What follows belongs to an exercise in optimizing a design on an open flow for small area; a production flow would make more cautious choices.
Function was checked by simulation only, so behaviour that the tests miss may differ from the original.
Power figures rest on the tool's default switching activity, not on a simulated workload.

## top_module
module top_module(SW, HEX0, HEX1, HEX2, HEX3, HEX4, HEX5, KEY, MAX10_CLK1_50, reset, SumTotal, ps, Finalmult);
export LEC_CHECK = 0
export ABC_AREA = 1
export CAP_MARGIN = 20
export CORE_MARGIN = 2
export CORE_UTILIZATION = 40
export CTS_BUF_LIST = sky130_fd_sc_hd__clkbuf_2
export SLEW_MARGIN = 20
create_clock -name core_clock -period 20.0 [get_ports {MAX10_CLK1_50}]
standard.sh (not shown) runs the stock make flow with config.mk's settings and CLKGATE_MAP_FILE= SYNTH_SCRIPT=/design/flow/synth_recipe.tcl, a recipe that flattens the netlist after the stock synthesis.
==> flow/flow/run.sh <==
#!/bin/bash
# Own layout flow: the standard ORFS flow (standard.sh), except that
#  - synthesis maps with ABC area-only scripts (flow/abc/*.abc: the same script with different
#    random seeds) instead of the area script with buffering and up-sizing, and skips Yosys's
#    full/half-adder extraction; everything else in synthesis is the standard script. The
#    scripts are split over 4 synthesis runs in parallel, each keeping its smallest mapping
#    (flow/best_abc.tcl), and the layout continues from the smallest of the 4;
#  - the ports are buffered with the smallest buffer cell (buf_1).
# Logs: flow_synth_N.log (each synthesis run's make output), flow_make.log (the rest), and
# ORFS's own logs under orfs/logs.
set -euo pipefail
W=$(pwd)
sed -e "/synth_preamble.tcl/a source $W/flow/best_abc.tcl" \
    -e 's/^\(\s*\)log_cmd abc {\*}\$abc_args/\1best_abc $abc_args/' \
    "$FLOW_HOME/scripts/synth.tcl" > "$W/flow_synth.tcl"
grep -q "best_abc \$abc_args" "$W/flow_synth.tcl"
sed -e "s|\$::env(SCRIPTS_DIR)/synth.tcl|$W/flow_synth.tcl|" synth_recipe.tcl > "$W/flow_synth_recipe.tcl"
SYN=(SYNTH_SCRIPT="$W/flow_synth_recipe.tcl" ADDER_MAP_FILE=)

N=4
mapfile -t SCRIPTS < <(ls "$W"/flow/abc/*.abc | sort)
for g in $(seq 1 $N); do
  mkdir -p "$W/abc_$g"
  for i in "${!SCRIPTS[@]}"; do
    if (( i % N == g - 1 )); then cp "${SCRIPTS[$i]}" "$W/abc_$g/"; fi
  done
done
pids=()
for g in $(seq 1 $N); do
  FLOW_ABC_DIR="$W/abc_$g" bash standard.sh "${SYN[@]}" WORK_HOME="$W/orfs_$g" synth \
    > "$W/flow_synth_$g.log" 2>&1 &
  pids+=($!)
done
for p in "${pids[@]}"; do wait "$p"; done

best=""; best_area=""
for g in $(seq 1 $N); do
  a=$(sed -n "s/.*Chip area for module '\\\\top_module': \([0-9.]*\).*/\1/p" \
      "$W/orfs_$g/reports/sky130hd/top_module/base/synth_stat.txt" | head -1)
  echo "synthesis run $g: cell area $a" >> "$W/flow_synth_choice.log"
  if [[ -n "$a" ]] && { [[ -z "$best" ]] || awk "BEGIN{exit !($a < $best_area)}"; }; then
    best=$g; best_area=$a
  fi
done
echo "kept synthesis run $best ($best_area)" >> "$W/flow_synth_choice.log"
rm -rf "$W/orfs"
mv "$W/orfs_$best" "$W/orfs"
for g in $(seq 1 $N); do [[ "$g" == "$best" ]] || rm -rf "$W/orfs_$g"; done

FLOW_ABC_DIR="$W/abc_$best" bash standard.sh "${SYN[@]}" \
    BUFFER_PORTS_ARGS="-buffer_cell sky130_fd_sc_hd__buf_1" finish > "$W/flow_make.log" 2>&1
==> flow/flow/abc/ds01.abc <==
strash
&get -n
&deepsyn -S 1 -T 40
&put
dch -f
amap
==> flow/flow/abc/ds02.abc <==
strash
&get -n
&deepsyn -S 2 -T 40
&put
dch -f
amap
==> flow/flow/abc/ds03.abc <==
strash
&get -n
&deepsyn -S 3 -T 40
&put
dch -f
amap
==> flow/flow/abc/ds04.abc <==
strash
&get -n
&deepsyn -S 4 -T 40
&put
dch -f
amap
==> flow/flow/abc/ds05.abc <==
strash
&get -n
&deepsyn -S 5 -T 40
&put
dch -f
amap
==> flow/flow/abc/ds06.abc <==
strash
&get -n
&deepsyn -S 6 -T 40
&put
dch -f
amap
==> flow/flow/abc/ds07.abc <==
strash
&get -n
&deepsyn -S 7 -T 40
&put
dch -f
amap
==> flow/flow/abc/ds08.abc <==
strash
&get -n
&deepsyn -S 8 -T 40
&put
dch -f
amap
==> flow/flow/abc/ds09.abc <==
strash
&get -n
&deepsyn -S 9 -T 40
&put
dch -f
amap
==> flow/flow/abc/ds10.abc <==
strash
&get -n
&deepsyn -S 10 -T 40
&put
dch -f
amap
==> flow/flow/abc/ds11.abc <==
strash
&get -n
&deepsyn -S 11 -T 40
&put
dch -f
amap
==> flow/flow/abc/ds12.abc <==
strash
&get -n
&deepsyn -S 12 -T 40
&put
dch -f
amap
==> flow/flow/abc/ds13.abc <==
strash
&get -n
&deepsyn -S 13 -T 40
&put
dch -f
amap
==> flow/flow/abc/ds14.abc <==
strash
&get -n
&deepsyn -S 14 -T 40
&put
dch -f
amap
==> flow/flow/abc/ds15.abc <==
strash
&get -n
&deepsyn -S 15 -T 40
&put
dch -f
amap
==> flow/flow/abc/ds16.abc <==
strash
&get -n
&deepsyn -S 16 -T 40
&put
dch -f
amap
Other scripts of this flow, unchanged in this note and not shown: flow/flow/best_abc.tcl
The starting point ran to the end with no violations.
Edit:
--- a/flow/flow/run.sh
+++ b/flow/flow/run.sh
@@ -1,6 +1,6 @@
 #!/bin/bash
 # Own layout flow: the standard ORFS flow (standard.sh), except that
-#  - synthesis maps with ABC area-only scripts (flow/abc/*.abc: the same script with different
-#    random seeds) instead of the area script with buffering and up-sizing, and skips Yosys's
+#  - synthesis maps with ABC area-only scripts (deepsyn then amap, with different random seeds
+#    and time limits, written below) instead of the area script with buffering and up-sizing, and skips Yosys's
 #    full/half-adder extraction; everything else in synthesis is the standard script. The
 #    scripts are split over 4 synthesis runs in parallel, each keeping its smallest mapping
@@ -19,9 +19,14 @@
 
 N=4
-mapfile -t SCRIPTS < <(ls "$W"/flow/abc/*.abc | sort)
-for g in $(seq 1 $N); do
-  mkdir -p "$W/abc_$g"
-  for i in "${!SCRIPTS[@]}"; do
-    if (( i % N == g - 1 )); then cp "${SCRIPTS[$i]}" "$W/abc_$g/"; fi
+# ABC scripts: the area script below for each random seed (1-12) and deepsyn time limit (25,
+# 40 and 60 s), dealt round-robin to the N synthesis runs.
+for g in $(seq 1 $N); do mkdir -p "$W/abc_$g"; done
+i=0
+for T in 25 40 60; do
+  for S in $(seq 1 12); do
+    g=$(( i % N + 1 ))
+    printf 'strash\n&get -n\n&deepsyn -S %d -T %d\n&put\ndch -f\namap\n' "$S" "$T" \
+      > "$W/abc_$g/ds_T${T}_S$(printf %02d "$S").abc"
+    i=$(( i + 1 ))
   done
 done
removed: flow/flow/abc/ds01.abc
removed: flow/flow/abc/ds02.abc
removed: flow/flow/abc/ds03.abc
removed: flow/flow/abc/ds04.abc
removed: flow/flow/abc/ds05.abc
removed: flow/flow/abc/ds06.abc
removed: flow/flow/abc/ds07.abc
removed: flow/flow/abc/ds08.abc
removed: flow/flow/abc/ds09.abc
removed: flow/flow/abc/ds10.abc
removed: flow/flow/abc/ds11.abc
removed: flow/flow/abc/ds12.abc
removed: flow/flow/abc/ds13.abc
removed: flow/flow/abc/ds14.abc
removed: flow/flow/abc/ds15.abc
removed: flow/flow/abc/ds16.abc
Outcome: The new run ran to the end with no violations. Clock power shrinks by about 1%. Cell area shrinks by 1.7%. Global-route usage shrinks by 0.28 points. Setup slack improves by 0.046 ns. Total power grows by 9.1%.
Edit:
--- a/flow/flow/run.sh
+++ b/flow/flow/run.sh
@@ -19,10 +19,10 @@
 
 N=4
-# ABC scripts: the area script below for each random seed (1-12) and deepsyn time limit (25,
+# ABC scripts: the area script below for each random seed (1-24) and deepsyn time limit (25,
 # 40 and 60 s), dealt round-robin to the N synthesis runs.
 for g in $(seq 1 $N); do mkdir -p "$W/abc_$g"; done
 i=0
 for T in 25 40 60; do
-  for S in $(seq 1 12); do
+  for S in $(seq 1 24); do
     g=$(( i % N + 1 ))
     printf 'strash\n&get -n\n&deepsyn -S %d -T %d\n&put\ndch -f\namap\n' "$S" "$T" \
Outcome:
- cell count rose by a few percent
- clock skew barely changes
- clock-buffer cell count is unchanged
- fmax is about the same
- power decreases by a little under a tenth
- routed wire length barely changes
- setup slack gets worse by 0.046 ns
- die area goes up slightly
- final area is higher slightly
- first-iteration DRC count went down by a quarter to a third
- non-clock buffer count does not change

[what the ideal ports hide]
The flow's constraints put no driver on any port. The routed layouts listed below were extracted and timed again, unchanged, in two steps. Step 1 sets driving cells, clkbuf_16 on the clock port and buf_2 on the other inputs (assumed; they add their load-dependent delay and slew). Step 2 also shifts input and output timing later by t, the mid clock arrival at the registers, as if the neighbouring blocks saw the same clock. a / b / c = no drivers / after step 1 / after step 2; a / b = the first two.
| run | t, ns | setup WS [ns] | clock arrival spread, ns | slew at the worst register clock pin (ns) | worst slew at a driven data input, ns |
|---|---|---|---|---|---|
| the first run | 0.223 | 4.314 / 4.293 / 4.293 | 0.001 / 0.001 | 0.06 / 0.06 | 0.03 |
| the second run | 0.225 | 4.360 / 4.333 / 4.333 | 0.001 / 0.000 | 0.05 / 0.05 | 0.03 |
| the third run | 0.223 | 4.314 / 4.293 / 4.293 | 0.001 / 0.001 | 0.06 / 0.06 | 0.03 |
After both steps setup and hold are still met in every run listed. The setup slack of the second run, which loses most, moves by -0.027 ns with the drivers and by -0.027 ns with both steps.
